From an optimization exercise on the open Yosys and OpenROAD flow, aimed at small area; shortcuts taken in it are not production practice. In this exercise RTL edits were held to simulation tests only and were not proved equivalent to the original. Power and IR drop assume default switching activity.

## flow/config.mk

```make
export PLATFORM = sky130hd
export DESIGN_NAME = top
export DESIGN_NICKNAME = top
export VERILOG_FILES = /design/flow/design.v
export SDC_FILE = /design/flow/constraint.sdc
export NUM_CORES = 4
export LEC_CHECK = 0
export CAP_MARGIN = 20
export CORE_MARGIN = 2
export CORE_UTILIZATION = 40
export SLEW_MARGIN = 20
```

## flow/constraint.sdc

```tcl
create_clock -name core_clock -period 40.0 [get_ports {clk}]
set_input_delay 8.0000 -clock core_clock [delete_from_list [all_inputs] [get_ports {clk}]]
set_output_delay 8.0000 -clock core_clock [all_outputs]
set_load 0.01 [all_outputs]
```

## flow/design.v

```verilog
module clk_div(
	input clk, reset,
	output tick_100k, tick_1k, tick_step, clk_1k
);
reg [7:0] a;	 
reg [5:0] b;	 
reg [3:0] c;	 
wire a_wrap = (a == 8'd249);
wire b_wrap = a_wrap & (b == 6'd49);
assign tick_100k = (a == 8'd124);
assign tick_1k   = b_wrap & ~c[0];
assign tick_step = b_wrap & (c == 4'd4);
assign clk_1k    = c[0];
always @(posedge clk or negedge reset) begin
	if (reset == 1'b0) begin
		a <= 0; b <= 0; c <= 0;
	end
	else begin
		a <= a_wrap ? 8'd0 : a + 1'b1;
		if (a_wrap) b <= (b == 6'd49) ? 6'd0 : b + 1'b1;
		if (b_wrap) c <= (c == 4'd9) ? 4'd0 : c + 1'b1;
	end
end
endmodule
module segment_decode(
	input [3:0] data,
	output reg [7:0] seg_data
);
	always @(*) begin
		case (data)
			4'd0 : seg_data = 8'b0011_1111;  
			4'd1 : seg_data = 8'b0000_0110;
			4'd2 : seg_data = 8'b0101_1011;
			4'd3 : seg_data = 8'b0100_1111;
			4'd4 : seg_data = 8'b0110_0110;
			4'd5 : seg_data = 8'b0110_1101;
			4'd6 : seg_data = 8'b0111_1101;
			4'd7 : seg_data = 8'b0010_0111;
			4'd8 : seg_data = 8'b0111_1111;
			4'd9 : seg_data = 8'b0110_0111;
			default: seg_data = 8'b0000_0000;
		endcase
	end
endmodule
module segment_clock(
	input clk, en_1k, reset, started,
	input key, key_1, key_2, key_3, key_4,	 
	output [15:0] led,
	output [7:0] seg_data, seg_com
);
	reg [3:0] c_1s, c_1m, c_10m, c_1h, c_10h, c_1d, c_10d;
	reg [2:0] c_10s;
	reg [2:0] sel_count;
	reg [3:0] pre, cur;
	reg [3:0] eq;
	wire inc_1s   = en_1k & key;
	wire rise_1s  = inc_1s & (c_1s == 4'd9);
	wire rise_10s = rise_1s & (c_10s == 3'd5);
	wire rise_1m  = rise_10s & (c_1m == 4'd9);
	genvar g;
	generate for (g = 0; g < 8; g = g + 1) begin : com
		assign seg_com[g] = started & (sel_count != ((g + 1) % 8));
	end endgenerate
	segment_decode dec(.data(cur), .seg_data(seg_data));
	assign led = {eq[3], eq[3], eq[2], eq[2], eq[1], eq[1], eq[0], eq[0],
	              eq[3], eq[3], eq[2], eq[2], eq[1], eq[1], eq[0], eq[0]};
	reg [3:0] nxt;
	always @(*) begin
		case (sel_count)
			3'd0 : nxt = {1'b0, c_10s};
			3'd1 : nxt = c_1m;
			3'd2 : nxt = c_10m;
			3'd3 : nxt = (c_1h > 4'd9) ? 4'd9 : c_1h;
			3'd4 : nxt = c_10h;
			3'd5 : nxt = c_1d;
			3'd6 : nxt = c_10d;
			default : nxt = c_1s;
		endcase
	end
	always @(posedge clk or negedge reset) begin
		if (~reset) begin
			sel_count <= 0;
			pre <= 4'd15;
			cur <= 4'd15;
			eq <= 0;
		end
		else if (en_1k) begin
			sel_count <= sel_count + 1'b1;
			pre <= nxt;
			cur <= pre;
			eq <= {c_10m == c_10d, c_1m == c_1d, {1'b0, c_10s} == c_10h, c_1s == c_1h};
		end
	end
	always @(posedge clk or negedge reset) begin
		if (~reset) begin
			c_1s <= 0; c_10s <= 0; c_1m <= 0; c_10m <= 0;
			c_1h <= 0; c_10h <= 0; c_1d <= 0; c_10d <= 0;
		end
		else begin
			if (inc_1s)   c_1s  <= (c_1s == 4'd9) ? 4'd0 : c_1s + 1'b1;
			if (rise_1s)  c_10s <= (c_10s == 3'd5) ? 3'd0 : c_10s + 1'b1;
			if (rise_10s) c_1m  <= (c_1m == 4'd9) ? 4'd0 : c_1m + 1'b1;
			if (rise_1m)  c_10m <= (c_10m == 4'd9) ? 4'd0 : c_10m + 1'b1;
			if (key_1)    c_1h  <= (c_10h == 4'd9) ? 4'd0 : c_1h + 1'b1;
			if (key_2)    c_10h <= (c_10h == 4'd9) ? 4'd0 : c_10h + 1'b1;
			if (key_3)    c_1d  <= (c_1d == 4'd9) ? 4'd0 : c_1d + 1'b1;
			if (key_4)    c_10d <= (c_10d == 4'd9) ? 4'd0 : c_10d + 1'b1;
		end
	end
endmodule
module dot_matrix(
	input clk, en, reset, started,
	output [13:0] dot_row,
	output [9:0] dot_col
);
	reg [3:0] sel_count;	 
	assign dot_col[0] = started & (sel_count == 4'd0);
	assign dot_col[1] = (sel_count == 4'd9);
	assign dot_col[2] = (sel_count == 4'd8);
	assign dot_col[3] = (sel_count == 4'd7);
	assign dot_col[4] = (sel_count == 4'd6);
	assign dot_col[5] = (sel_count == 4'd5);
	assign dot_col[6] = (sel_count == 4'd4);
	assign dot_col[7] = (sel_count == 4'd3);
	assign dot_col[8] = (sel_count == 4'd2);
	assign dot_col[9] = (sel_count == 4'd1);
	wire mid = ~sel_count[3] & sel_count[2];
	assign dot_row[13:5] = {9{mid}};
	assign dot_row[4] = started;
	assign dot_row[3] = started & ~(sel_count == 4'd1) & ~(sel_count == 4'd0);	 
	assign dot_row[2] = mid | (sel_count == 4'd3) | (sel_count == 4'd8);		 
	assign dot_row[1] = mid;
	assign dot_row[0] = (sel_count == 4'd5) | (sel_count == 4'd6);			 
	always @(posedge clk or negedge reset) begin
		if (reset == 1'b0)
			sel_count <= 0;
		else if (en)
			sel_count <= (sel_count == 4'd9) ? 4'd0 : sel_count + 1'b1;
	end
endmodule
module step_motor(
	input clk, en, reset,
	output reg [3:0] step_motor
);
always @(posedge clk or negedge reset) begin
	if (reset == 1'b0)
		step_motor <= 0;
	else if (en)
		case (step_motor)
			4'b1000 : step_motor <= 4'b1100;
			4'b1100 : step_motor <= 4'b0100;
			4'b0100 : step_motor <= 4'b0110;
			4'b0110 : step_motor <= 4'b0010;
			4'b0010 : step_motor <= 4'b0011;
			4'b0011 : step_motor <= 4'b0001;
			4'b0001 : step_motor <= 4'b1001;
			default : step_motor <= 4'b1000;
		endcase
end
endmodule
module text_lcd(
	input clk, en, reset, started,
	output reg lcd_rs,
	output lcd_rw,
	output reg [7:0] lcd_data
);
reg [2:0] hi;
reg [4:0] lo;
assign lcd_rw = ~started;
wire text = hi[2] & hi[1];
wire wrap = text ? (lo == 5'd16) : (lo == 5'd30);
always @(*) begin
	lcd_rs = ~started;
	lcd_data = 8'd0;
	case (hi)
		3'd3 : lcd_data = 8'b0011_1000;
		3'd4 : lcd_data = 8'b0000_1111;
		3'd5 : lcd_data = 8'b0000_0110;
		3'd6 : begin
			lcd_rs = 1'b1;
			case (lo)
				5'd0  : begin lcd_rs = 1'b0; lcd_data = 8'd128; end
				5'd1  : lcd_data = 8'd83;	 
				5'd2  : lcd_data = 8'd84;	 
				5'd3  : lcd_data = 8'd79;	 
				5'd4  : lcd_data = 8'd80;	 
				5'd5  : lcd_data = 8'd87;	 
				5'd6  : lcd_data = 8'd65;	 
				5'd7  : lcd_data = 8'd84;	 
				5'd8  : lcd_data = 8'd67;	 
				5'd9  : lcd_data = 8'd72;	 
				default : lcd_data = 8'd32;
			endcase
		end
		3'd7 : begin
			lcd_rs = 1'b1;
			case (lo)
				5'd0  : begin lcd_rs = 1'b0; lcd_data = 8'd192; end
				5'd1  : lcd_data = 8'd71;	 
				5'd2  : lcd_data = 8'd65;	 
				5'd3  : lcd_data = 8'd77;	 
				5'd4  : lcd_data = 8'd69;	 
				default : lcd_data = 8'd32;
			endcase
		end
		default : ;
	endcase
end
always @(posedge clk or negedge reset) begin
	if (reset == 1'b0) begin
		hi <= 3'd0;
		lo <= 5'd21;
	end
	else if (en) begin
		lo <= wrap ? 5'd0 : lo + 1'b1;
		if (wrap & ~(hi == 3'd7)) hi <= hi + 1'b1;
	end
end
endmodule
module key_pad(
	input clk, en, reset,
	input [3:0] key_pad_row,
	output [2:0] key_pad_col,
	output started,
	output reg [11:0] key,
	output [11:0] key_rise
);
reg [1:0] s;
assign key_pad_col = {s == 2'd3, s == 2'd2, s == 2'd1};
assign started = |s;
wire [2:0] pos = {s == 2'd2, s == 2'd1, ~(s[1] ^ s[0])};
wire [3:0] hot;
assign hot[0] = (key_pad_row == 4'b0001);
assign hot[1] = (key_pad_row == 4'b0010);
assign hot[2] = (key_pad_row == 4'b0100);
assign hot[3] = (key_pad_row == 4'b1000);
wire none = (key_pad_row == 4'b0000);
wire [11:0] set, clr;
genvar r, p;
generate for (r = 0; r < 4; r = r + 1) begin : row
	for (p = 0; p < 3; p = p + 1) begin : col
		assign set[3*r+p] = en & pos[p] & hot[r];
		assign clr[3*r+p] = en & pos[p] & none;
	end
end endgenerate
assign key_rise = set & ~key;
always @(posedge clk or negedge reset) begin
	if (reset == 1'b0) begin
		s <= 0;
		key <= 0;
	end
	else begin
		if (en) s <= {s[1] ^ s[0], s[1] | ~s[0]};
		key <= set | (key & ~clr);
	end
end
endmodule
module piezo(
	input clk, en, reset,
	input [11:0] sw2,
	output reg W1_piezo
);
	reg [7:0] cnt1;	 
	wire [11:0] below;	 
	wire [11:0] two;	 
	assign below[0] = 1'b0;
	assign two[0] = 1'b0;
	genvar i;
	generate for (i = 1; i < 12; i = i + 1) begin : oh
		assign below[i] = below[i-1] | sw2[i-1];
		assign two[i] = two[i-1] | (below[i] & sw2[i]);
	end endgenerate
	wire one = (below[11] | sw2[11]) & ~two[11] & ~sw2[0];
	wire [7:0] cnt =
		({8{sw2[1]}}  & 8'd171) |
		({8{sw2[2]}}  & 8'd152) |
		({8{sw2[3]}}  & 8'd143) |
		({8{sw2[4]}}  & 8'd128) |
		({8{sw2[5]}}  & 8'd114) |
		({8{sw2[6]}}  & 8'd101) |
		({8{sw2[7]}}  & 8'd96) |
		({8{sw2[8]}}  & 8'd85) |
		({8{sw2[9]}}  & 8'd76) |
		({8{sw2[10]}} & 8'd72) |
		({8{sw2[11]}} & 8'd64);
	wire toggle = ~one | (cnt1 >= cnt);
	always @(posedge clk or negedge reset) begin
		if (reset == 1'b0) begin
			cnt1 <= 0;
			W1_piezo <= 0;
		end
		else if (en) begin
			if (toggle) begin
				W1_piezo <= ~W1_piezo;
				cnt1 <= 0;
			end
			else cnt1 <= cnt1 + 1'b1;
		end
	end
endmodule
module top(
	input clk, push_0, push_1, rst,
	input [3:0] key_pad_row,
	output [2:0] key_pad_col,
	output [7:0] seg_data, seg_com, lcd_data,
	output [9:0] dot_col,
	output [13:0] dot_row,
	output [3:0] step_motor,
	output [15:0] led,
	output W1_piezo,
	output lcd_rs, lcd_rw, lcd_en
);
	wire tick_100k, tick_1k, tick_step;
	wire started;
	wire [11:0] key, key_rise;
	clk_div u1(.clk(clk), .reset(rst), .tick_100k(tick_100k), .tick_1k(tick_1k),
		.tick_step(tick_step), .clk_1k(lcd_en));
	key_pad u7(.clk(clk), .en(tick_1k), .reset(rst), .key_pad_row(key_pad_row),
		.key_pad_col(key_pad_col), .started(started), .key(key), .key_rise(key_rise));
	segment_clock u2(.clk(clk), .en_1k(tick_1k), .reset(rst), .started(started),
		.key(key[0]), .key_1(key_rise[1]), .key_2(key_rise[4]), .key_3(key_rise[7]),
		.key_4(key_rise[10]), .led(led), .seg_data(seg_data), .seg_com(seg_com));
	dot_matrix u3(.clk(clk), .en(tick_1k), .reset(rst), .started(started),
		.dot_row(dot_row), .dot_col(dot_col));
	step_motor u4(.clk(clk), .en(tick_step), .reset(rst), .step_motor(step_motor));
	text_lcd u5(.clk(clk), .en(tick_1k), .reset(rst), .started(started),
		.lcd_rs(lcd_rs), .lcd_rw(lcd_rw), .lcd_data(lcd_data));
	piezo u8(.clk(clk), .en(tick_100k), .reset(rst), .sw2(key), .W1_piezo(W1_piezo));
endmodule
```

## flow/flow/run.sh

```bash
#!/bin/bash
# Layout flow: the standard synthesis, then the combinational logic of
# the synthesised netlist is mapped again by ABC for area (the registers,
# their names and cell types are kept), checked equivalent to the standard
# netlist by SAT, and the standard layout runs on the result.
set -uo pipefail
W=$(pwd)
R=$W/orfs/results/$FLOW_PLATFORM/top/base
LIB=$FLOW_HOME/platforms/$FLOW_PLATFORM/lib/sky130_fd_sc_hd__tt_025C_1v80.lib
PCFG=$FLOW_HOME/platforms/$FLOW_PLATFORM/config.mk

bash standard.sh synth > $W/synth.log 2>&1 || exit 1
cp $R/1_2_yosys.v $W/std_synth.v

DU=$(sed -n '/DONT_USE_CELLS/,/^$/p' $PCFG | grep -o 'sky130_fd_sc_hd__[a-z0-9_]*' | sed 's/^/-dont_use /' | tr '\n' ' ')
SEQL=$(grep -o "sky130_fd_sc_hd__\(df\|edf\|sdf\|dl[rx]\)[a-z0-9_]*" $W/std_synth.v | sort -u)
SEQ=$(echo $SEQL | tr '\n' ' ')
SEL=$(for s in $SEQL; do echo -n "t:$s "; done)

best=$W/std_synth.v
best_area=$(yosys -p "read_liberty -lib $LIB; read_verilog $W/std_synth.v; hierarchy -top top; stat -liberty $LIB" 2>&1 | grep "Chip area" | awk '{print $NF}')
echo "standard: $best_area" > $W/resynth_summary.txt

i=0
while read -r S; do
  [ -z "$S" ] && continue
  i=$((i+1))
  C=$W/resynth_$i.v
  yosys -p "read_liberty -ignore_miss_func $LIB; blackbox $SEQ; read_verilog $W/std_synth.v; hierarchy -top top; flatten; rename -hide w:_*; opt_clean -purge; abc -liberty $LIB $DU -script +$(echo "$S" | sed 's/ /,/g'); opt_clean -purge; hilomap -singleton -hicell sky130_fd_sc_hd__conb_1 HI -locell sky130_fd_sc_hd__conb_1 LO; insbuf -buf sky130_fd_sc_hd__buf_1 A X; splitnets; opt_clean -purge; hierarchy -top top; select -assert-none t:\$lut; stat -liberty $LIB; write_verilog -noattr -nohex -nodec $C" > $W/resynth_$i.log 2>&1 || continue
  a=$(grep "Chip area" $W/resynth_$i.log | tail -1 | awk '{print $NF}')
  yosys -p "read_liberty -ignore_miss_func $LIB; blackbox $SEQ; read_verilog $W/std_synth.v; rename top gold; read_verilog $C; rename top gate; hierarchy; flatten gold gate; opt_clean -purge; expose -cut -evert $SEL; miter -equiv -flatten -make_assert gold gate miter; hierarchy -top miter; sat -verify -prove-asserts miter" > $W/equiv_$i.log 2>&1
  ok=$?
  # the same registers, by instance name and cell type
  r1=$(grep -o "sky130_fd_sc_hd__\(df\|edf\|sdf\|dl[rx]\)[a-z0-9_]* [^ ]*" $W/std_synth.v | sort | md5sum)
  r2=$(grep -o "sky130_fd_sc_hd__\(df\|edf\|sdf\|dl[rx]\)[a-z0-9_]* [^ ]*" $C | sort | md5sum)
  echo "script $i [$S]: area $a equiv_exit $ok regs_same $([ "$r1" == "$r2" ] && echo yes || echo no)" >> $W/resynth_summary.txt
  if [ $ok -eq 0 ] && [ "$r1" == "$r2" ] && awk "BEGIN{exit !($a < $best_area)}"; then
    best=$C; best_area=$a
  fi
done < $W/flow/abc_scripts.txt
echo "chosen: $best $best_area" >> $W/resynth_summary.txt

cp $best $R/1_2_yosys.v
touch $R/1_2_yosys.v
bash standard.sh finish > $W/layout.log 2>&1
```

## flow/flow/abc_scripts.txt

```
strash;dch -f;amap
strash;dch -f;map -a;topo
strash;&get -n;&deepsyn -I 4;&put;dch -f;amap
```

## flow/standard.sh

```bash
#!/bin/bash
# synth_recipe.tcl (not shown) runs the flow's synth.tcl, then flattens the netlist and writes it again
# the make line also repeats each setting of config.mk as NAME=value (left out here)
make -C /OpenROAD-flow-scripts/flow DESIGN_CONFIG=/design/flow/config.mk WORK_HOME=/design/flow/orfs CLKGATE_MAP_FILE= SYNTH_SCRIPT=/design/flow/synth_recipe.tcl "${@:-finish}"
```

==> results of run 1 <==
## worst min path at each step
| stage | cells after the start | slack (ns) | endpoint | from |
|---|---|---|---|---|
| floorplan | 1 | 0.43 | u1.c[2] | u1.c[2] |
| global placement | 2 | 0.45 | u2.cur[1] | u2.pre[1] |
| detailed placement | 2 | 0.46 | u2.cur[1] | u2.pre[1] |
| CTS | 2 | 0.47 | u2.cur[1] | u2.pre[1] |
| global route | 1 | 0.49 | u1.c[2] | u1.c[2] |
| finish | 2 | 0.47 | u2.cur[1] | u2.pre[1] |
## flip-flops by register name, indices dropped and copies added (netlist names), 5 cells and up
| register | cells |
|---|---|
| u7.key | 12 |
| u1.a | 8 |
| u8.cnt1 | 8 |
| u1.b | 6 |
| u5.lo | 5 |
## where the power goes
group	leakage, nW	switching [mW]	total (mW)	internal, mW
Combinational	1.15	0.00377	0.00532	0.00155
Clock	0.136	0.0363	0.0834	0.0471
Sequential	1.34	0.000620	0.105	0.105
## per-stage QoR
step	setup WS [ns]	area [µm²]	hold slack, ns	total power, mW	utilization
6_report	29.11	6740	0.466	0.194	0.505
5_1_grt	28.91	6740	0.488	0.202	0.505
4_1_cts	29.01	6740	0.470	0.197	0.505
3_5_place_dp	29.39	6460	0.459	0.113	0.484
3_3_place_gp	29.54	6460	0.450	0.113	0.484
2_1_floorplan	30.20	5520	0.434	0.109	-
## per-layer routing
layer	part of all wire	GRT usage
met3	0.028	0.0273
met1	0.47	0.243
met4	0.022	0.0776
met2	0.48	0.311
met5	0	0
## cell type report
class	instances	area (µm²)
inverter	103	387
sequential	103	2590
tap	176	220
fill	1318	6610
multi-input combinational	481	2460
clock buffer	15	278
timing repair buffer	82	807
## tightest hold or removal path: cells and delay by family, from the launching register on
family	cells	cell delay, ns
DFF	1	0.36
buffers and inverters	1	0.05
AOI/OAI and AO/OA	1	0.05
==> results.tsv, run 1 <==
stage	metric	value	unit
status	outcome	no timing/DRC/antenna violations	
timing	final hold vios	0	
cts	Post-CTS Hold Fix Bufs	0	
synth	Post-Syn Nets	717	
setup_path	reg-to-reg critical path startpoint	u1.a[2]	
setup_path	slowest stage delay, CP	0.81	ns
detailed_routing	Antenna Violating Nets Remaining	0	
cts	TritonCTS clock tree	yes	
cts	Resize count post-CTS	0	
floorplan	die area	14800	µm²
setup_path	Critical-path top delay cell	nor2_1	
cts	clock root cell	clkbuf_16	
cts	clk sink count	103	
setup_path	Worst Path Required	32.00	ns
detailed_routing	initial DRC count	441	
setup_path	Worst Path Max Fanout	13	
power	Leakage	2.62	nW
place	Port Buffers	79	
detailed_routing	# DRC	0	
setup_path	Top Family by Delay on Critical Path	simple AND/OR/NAND/NOR gates	
cells_and_area	area grow syn2layout	22.2	%
detailed_routing	drt pass-1 iters	4	
grt	total gr overflow	0	
timing	TNS Setup	0	ns
cts	Post-CTS Setup Bufs	0	
grt	all-layer global routing usage	0.187	
synth	average size of a mapped cell	7.78	µm²
synth	Syn Inst Count	709	
floorplan	I/O pin total	83	
cells_and_area	leading cell type in the layout, fill and taps excluded	nor2_1	
cells_and_area	Final Instance Count excl. Fillers	960	
power	pwr/cell area	28.8	nW/µm²
timing	crit share post-route	0.272	
hold_path	Worst Hold Class	reg -> reg	
place	hpwl dp	9680	µm
synth	Synth Cell Area	5520	µm²
cts	Inserted Clock Buffers	9	
floorplan	Die H	121	µm
cts	Max clock buf depth	2	
cells_and_area	nets	788	
timing	FMAX	0.0918	GHz
grt	first-pass GRT wire length	22000	µm
floorplan	Initial Util	0.413	
cells_and_area	n_diodes	0	
cells_and_area	layout cells sized above 1	0.0332	
run	max-cap violations	0	
setup_path	CP endpoint	seg_com[0]	
detailed_routing	Vias/cell	5.33	
setup_path	Worst Reg-to-Reg Cells	17	
timing	worst slew pin tran	1.04	ns
setup_path	r2r endpoint	u2.c_10m[3]	
cts	Reg clk slew, reported paths	0.06	ns
place	RePlAce Congestion	0.890	
detailed_routing	via count	5117	
grt	vias in the first global route	4714	
synth	synth warn	8	
timing	unrepaired setup endpoints after global routing	false	
timing	Final setup violation count	0	
place	Placed Cells incl. Taps	944	
setup_path	Crit. Startpoint	u7.s[0]	
timing	Worst Skew	0.00567	ns
cts	CTS HTree Levels	3	
setup_path	R2R Setup Slk	35.60	ns
timing	Max-Slew Margin vs Limit	0.302	
detailed_routing	final wirelength	13000	µm
floorplan	Die W	121	µm
detailed_routing	Routed WL per cell	13.5	µm
floorplan	Site Rows	42	
cells_and_area	most frequent cells in the layout	nor2_1 (156), clkinv_1 (103), dfrtp_1 (92)	
setup_path	CP Depth	5	
floorplan	Core ar.	13300	µm²
grt	largest net degree at the start of global routing	74	
grt	initial antenna violation count	0	
timing	Slew Viols, Final	0	
setup_path	Startpoint Class	flip-flop	
setup_path	Buf+Inv Stages, Crit Path	2	
setup_path	cell chain of the critical path	nor2_1, clkinv_1, nand2_1, o21ai_0, clkdlybuf4s50_1	
power	worst-case vdd ir drop	0.0138	mV
cts	Worst-Skew Late Latency	0.34	ns
timing	Tmin final	10.89	ns
setup_path	CP Capture Type	output port	
setup_path	Crit Path Class	reg -> out	
setup_path	CP Data Arrival Time	2.89	ns
==> run 2: changes to the inputs <==
==> flow/run.sh (new file) <==
#!/bin/bash
# synth_recipe.tcl (not shown) runs the flow's synth.tcl, then flattens the netlist and writes it again
# the make line also repeats each setting of config.mk as NAME=value (left out here)
make -C /OpenROAD-flow-scripts/flow DESIGN_CONFIG=/design/flow/config.mk WORK_HOME=/design/flow/orfs CLKGATE_MAP_FILE= SYNTH_SCRIPT=/design/flow/synth_recipe.tcl finish
--- a/flow/config.mk
+++ b/flow/config.mk
@@ -5,6 +5,7 @@
 export SDC_FILE = /design/flow/constraint.sdc
 export NUM_CORES = 4
 export LEC_CHECK = 0
+export ABC_AREA = 1
 export CAP_MARGIN = 20
 export CORE_MARGIN = 2
 export CORE_UTILIZATION = 40
removed: flow/flow/run.sh
removed: flow/flow/abc_scripts.txt
removed: flow/standard.sh
==> results.tsv, run 2 <==
stage	metric	value	unit	change
detailed_routing	Routed WL per cell	12.3	µm	was 13.5 µm
cells_and_area	max reg flops	12		unchanged
setup_path	Worst Path Required	32.00	ns	about the same
floorplan	Site Rows	47		was 42
cts	Reg clk slew, reported paths	0.07	ns	was 0.06 ns
synth	area leader, netlist	dfrtp_1		
synth	synth warn	8		unchanged
cts	TritonCTS clock tree	yes		unchanged
cells_and_area	nets	962		was 788
detailed_routing	drt pass-1 iters	4		unchanged
cts	Post-CTS Setup Bufs	0		unchanged
synth	Synth Cell Area	6700	µm²	was 5520 µm²
setup_path	Top Family by Delay on Critical Path	buffers and inverters		was simple AND/OR/NAND/NOR gates
status	outcome	no timing/DRC/antenna violations		unchanged
cts	Resize count post-CTS	0		unchanged
floorplan	Core ar.	16500	µm²	was 13300 µm²
detailed_routing	# DRC	0		unchanged
cts	clk sink count	103		unchanged
cells_and_area	most frequent cells in the layout	nand2_1 (145), inv_1 (125), nor2_1 (93)		was nor2_1 (156), clkinv_1 (103), dfrtp_1 (92)
setup_path	CP dominant cell by count	nand2_1		
cts	Max clock buf depth	2		unchanged
detailed_routing	Vias/cell	4.84		was 5.33
synth	Post-Syn Nets	910		was 717
place	DP Area	7530	µm²	was 6460 µm²
setup_path	Buf+Inv Stages, Crit Path	2		unchanged
timing	Slew Viols, Final	0		unchanged
power	Power Internal	0.149	mW	was 0.153 mW
synth	Synth top area share	0.343		
setup_path	Startpoint Class	flip-flop		unchanged
setup_path	Crit Path Class	reg -> out		unchanged
run	max-cap violations	0		unchanged
synth	Synth cell types	49		
setup_path	cell chain of the critical path	inv_1, ha_1, nand2_1, a31oi_1, a31o_2, nor2_1, nand2_1, nand3_1, clkdlybuf4s50_1		was nor2_1, clkinv_1, nand2_1, o21ai_0, clkdlybuf4s50_1
power	Leakage	3.62	nW	was 2.62 nW
timing	final hold vios	0		unchanged
power	pwr/cell area	24.3	nW/µm²	was 28.8 nW/µm²
floorplan	I/O pin total	83		unchanged
grt	total gr overflow	0		unchanged
cells_and_area	top flop regs	u7.key (12), u1.a (8), u8.cnt1 (8)		unchanged
grt	vias in the first global route	5102		was 4714
power	sequential share of power	0.554		was 0.543
synth	average size of a mapped cell	7.82	µm²	was 7.78 µm²
timing	TNS Setup	0	ns	unchanged
timing	Worst Skew	0.00857	ns	was 0.00567 ns
power	Logic pwr share	0.021		was 0.027
place	hpwl dp	10600	µm	was 9680 µm
timing	FMAX	0.0955	GHz	was 0.0918 GHz
power	worst-case vdd ir drop	0.0216	mV	was 0.0138 mV
cts	CTS HTree Levels	3		unchanged
cts	Worst-Skew Late Latency	0.35	ns	was 0.34 ns
timing	crit share post-route	0.262		was 0.272
synth	count leader, synth	nand2_1		
synth	prevailing post-synth register cell	dfrtp_1		
detailed_routing	final wirelength	14000	µm	was 13000 µm
setup_path	CP Capture Type	output port		unchanged
synth	synth top area cells	dfrtp_1 (34%), ha_1 (8.4%), nand2_1 (8.1%)		
cells_and_area	n_diodes	0		unchanged
detailed_routing	initial DRC count	341		was 441
cts	Inserted Clock Buffers	9		unchanged
setup_path	Worst Path Max Fanout	7		was 13
synth	top cells by count, synth	nand2_1 (145), inv_1 (125), nor2_1 (93), dfrtp_1 (92), o21ai_0 (56)		
floorplan	Die H	133	µm	was 121 µm
timing	worst hold margin	0.497	ns	was 0.466 ns
floorplan	Initial Util	0.407		was 0.413
cells_and_area	area grow syn2layout	16.4	%	was 22.2%
power	Final Total Pwr	0.189	mW	was 0.194 mW
power	net switching power	0.0402	mW	was 0.0407 mW
grt	all-layer global routing usage	0.165		was 0.187
floorplan	Die W	133	µm	was 121 µm
cells_and_area	largest reg by FF count	u7.key		unchanged
synth	asr flop ratio synth	1.00		
synth	Yosys reg bits	103		
floorplan	die area	17800	µm²	was 14800 µm²
power	sw frac	0.212		was 0.210
synth	Seq/Total Area, Yosys	0.387		
timing	Tmin final	10.48	ns	was 10.89 ns
grt	first-pass GRT wire length	24200	µm	was 22000 µm
timing	Max-Slew Margin vs Limit	0.453		was 0.302
synth	EDFF count, synth	0		
hold_path	Worst Hold Class	reg -> reg		unchanged
timing	unrepaired setup endpoints after global routing	false		unchanged
cts	Post-CTS Hold Fix Bufs	0		unchanged
detailed_routing	via count	5486		was 5117
synth	Syn Inst Count	857		was 709
grt	initial antenna violation count	0		unchanged
timing	Final setup violation count	0		unchanged
detailed_routing	Antenna Violating Nets Remaining	0		unchanged
timing	worst slew pin tran	0.818	ns	was 1.04 ns
cells_and_area	leading cell type in the layout, fill and taps excluded	nand2_1		was nor2_1
place	Port Buffers	79		unchanged
setup_path	slowest stage delay, CP	0.58	ns	was 0.81 ns
setup_path	Critical-path top delay cell	dfstp_2		was nor2_1
grt	largest net degree at the start of global routing	62		was 74
setup_path	CP Data Arrival Time	2.48	ns	was 2.89 ns
cells_and_area	layout cells sized above 1	0.0656		was 0.0332
setup_path	R2R Setup Slk	37.46	ns	was 35.60 ns
place	RePlAce Congestion	0.816		was 0.890
power	clock share of power	0.426		was 0.430
cells_and_area	final design area excluding fillers	7800	µm²	was 6740 µm²
cts	clock root cell	clkbuf_16		unchanged
-- run 2: cell families after synthesis --
kind of cell | Yosys count | synth area share
compound gates | 154 | 0.131
xor+xnor | 35 | 0.0457
fa+ha+maj | 45 | 0.0840
flops | 103 | 0.387
simple gates | 343 | 0.240
buf+inv | 176 | 0.112
other cells | 1 | 0.000559
-- run 2: routing by layer --
metal	global-route usage	vias up	part of all wire	wire, µm
met5	0	-	0	0
met4	0.0567	0	0.015	210
met3	0.0183	13	0.027	371
met2	0.261	80	0.45	6230
met1	0.235	2527	0.51	7160
li1	-	2866	-	-
-- run 2: final timing paths --
kind,from,depth (start not counted),end
worst max-delay path,u5.lo[0],9,lcd_data[5]
worst min-delay path,u1.b[5],1,u1.b[5]
worst max register to register,u1.a[1],11,u7.key[2]
worst min register to register,u1.b[5],1,u1.b[5]
max in group asynchronous,rst,2,u3.sel_count[1]
min in group asynchronous,rst,1,u7.key[8]
-- run 2: power groups by stage --
stage               combinational [mW]  sequential [mW]  clock [mW]
floorplan                      0.00110            0.107           0
global placement               0.00412            0.107           0
detailed placement             0.00413            0.107           0
CTS                            0.00411            0.105      0.0836
global route                   0.00465            0.105      0.0878
finish                         0.00393            0.105      0.0806
-- run 2: final cells by class --
cell class / instances / area [µm²]
repair buffers: 80 / 796
well taps: 220 / 275
clock buffers: 14 / 254
clock inverters: 2 / 10.0
multi-input cells: 578 / 3360
inverters: 137 / 514
flip-flops and latches: 103 / 2590
fillers: 1647 / 8670
-- run 2: per-stage QoR --
step           worst slack [ns]  instances   util
6_report                  29.52       1134  0.474
5_1_grt                   29.36       1134  0.474
4_1_cts                   29.51       1134  0.474
3_5_place_dp              29.90       1118  0.458
3_3_place_gp              29.90       1118  0.458
2_1_floorplan             30.49        857      -

[what the ideal ports hide]
The results above use ideal ports. As a check the final layouts listed here were re-extracted and re-timed, cells and wires unchanged. Step 1 sets driving cells, clkbuf_16 on the clock port and buf_2 on the other inputs (assumed; they add their load-dependent delay and slew). Step 2, shift: input delay + t, output delay - t, t = (earliest + latest rising clock arrival at the registers) / 2. This alone moves slack from input paths to output paths. a / b / c = ideal / step 1 / step 2; a / b = the first two.
run	shift t [ns]	setup slack, ns	clock arrival spread, ns	slew at the worst register clock pin (ns)	worst slew at a driven data input, ns
run 1	0.383	29.108 / 29.067 / 29.450	0.006 / 0.006	0.07 / 0.07	0.03
run 2	0.384	29.525 / 29.485 / 29.868	0.009 / 0.009	0.07 / 0.07	0.03
After both steps setup and hold are still met in every run listed.
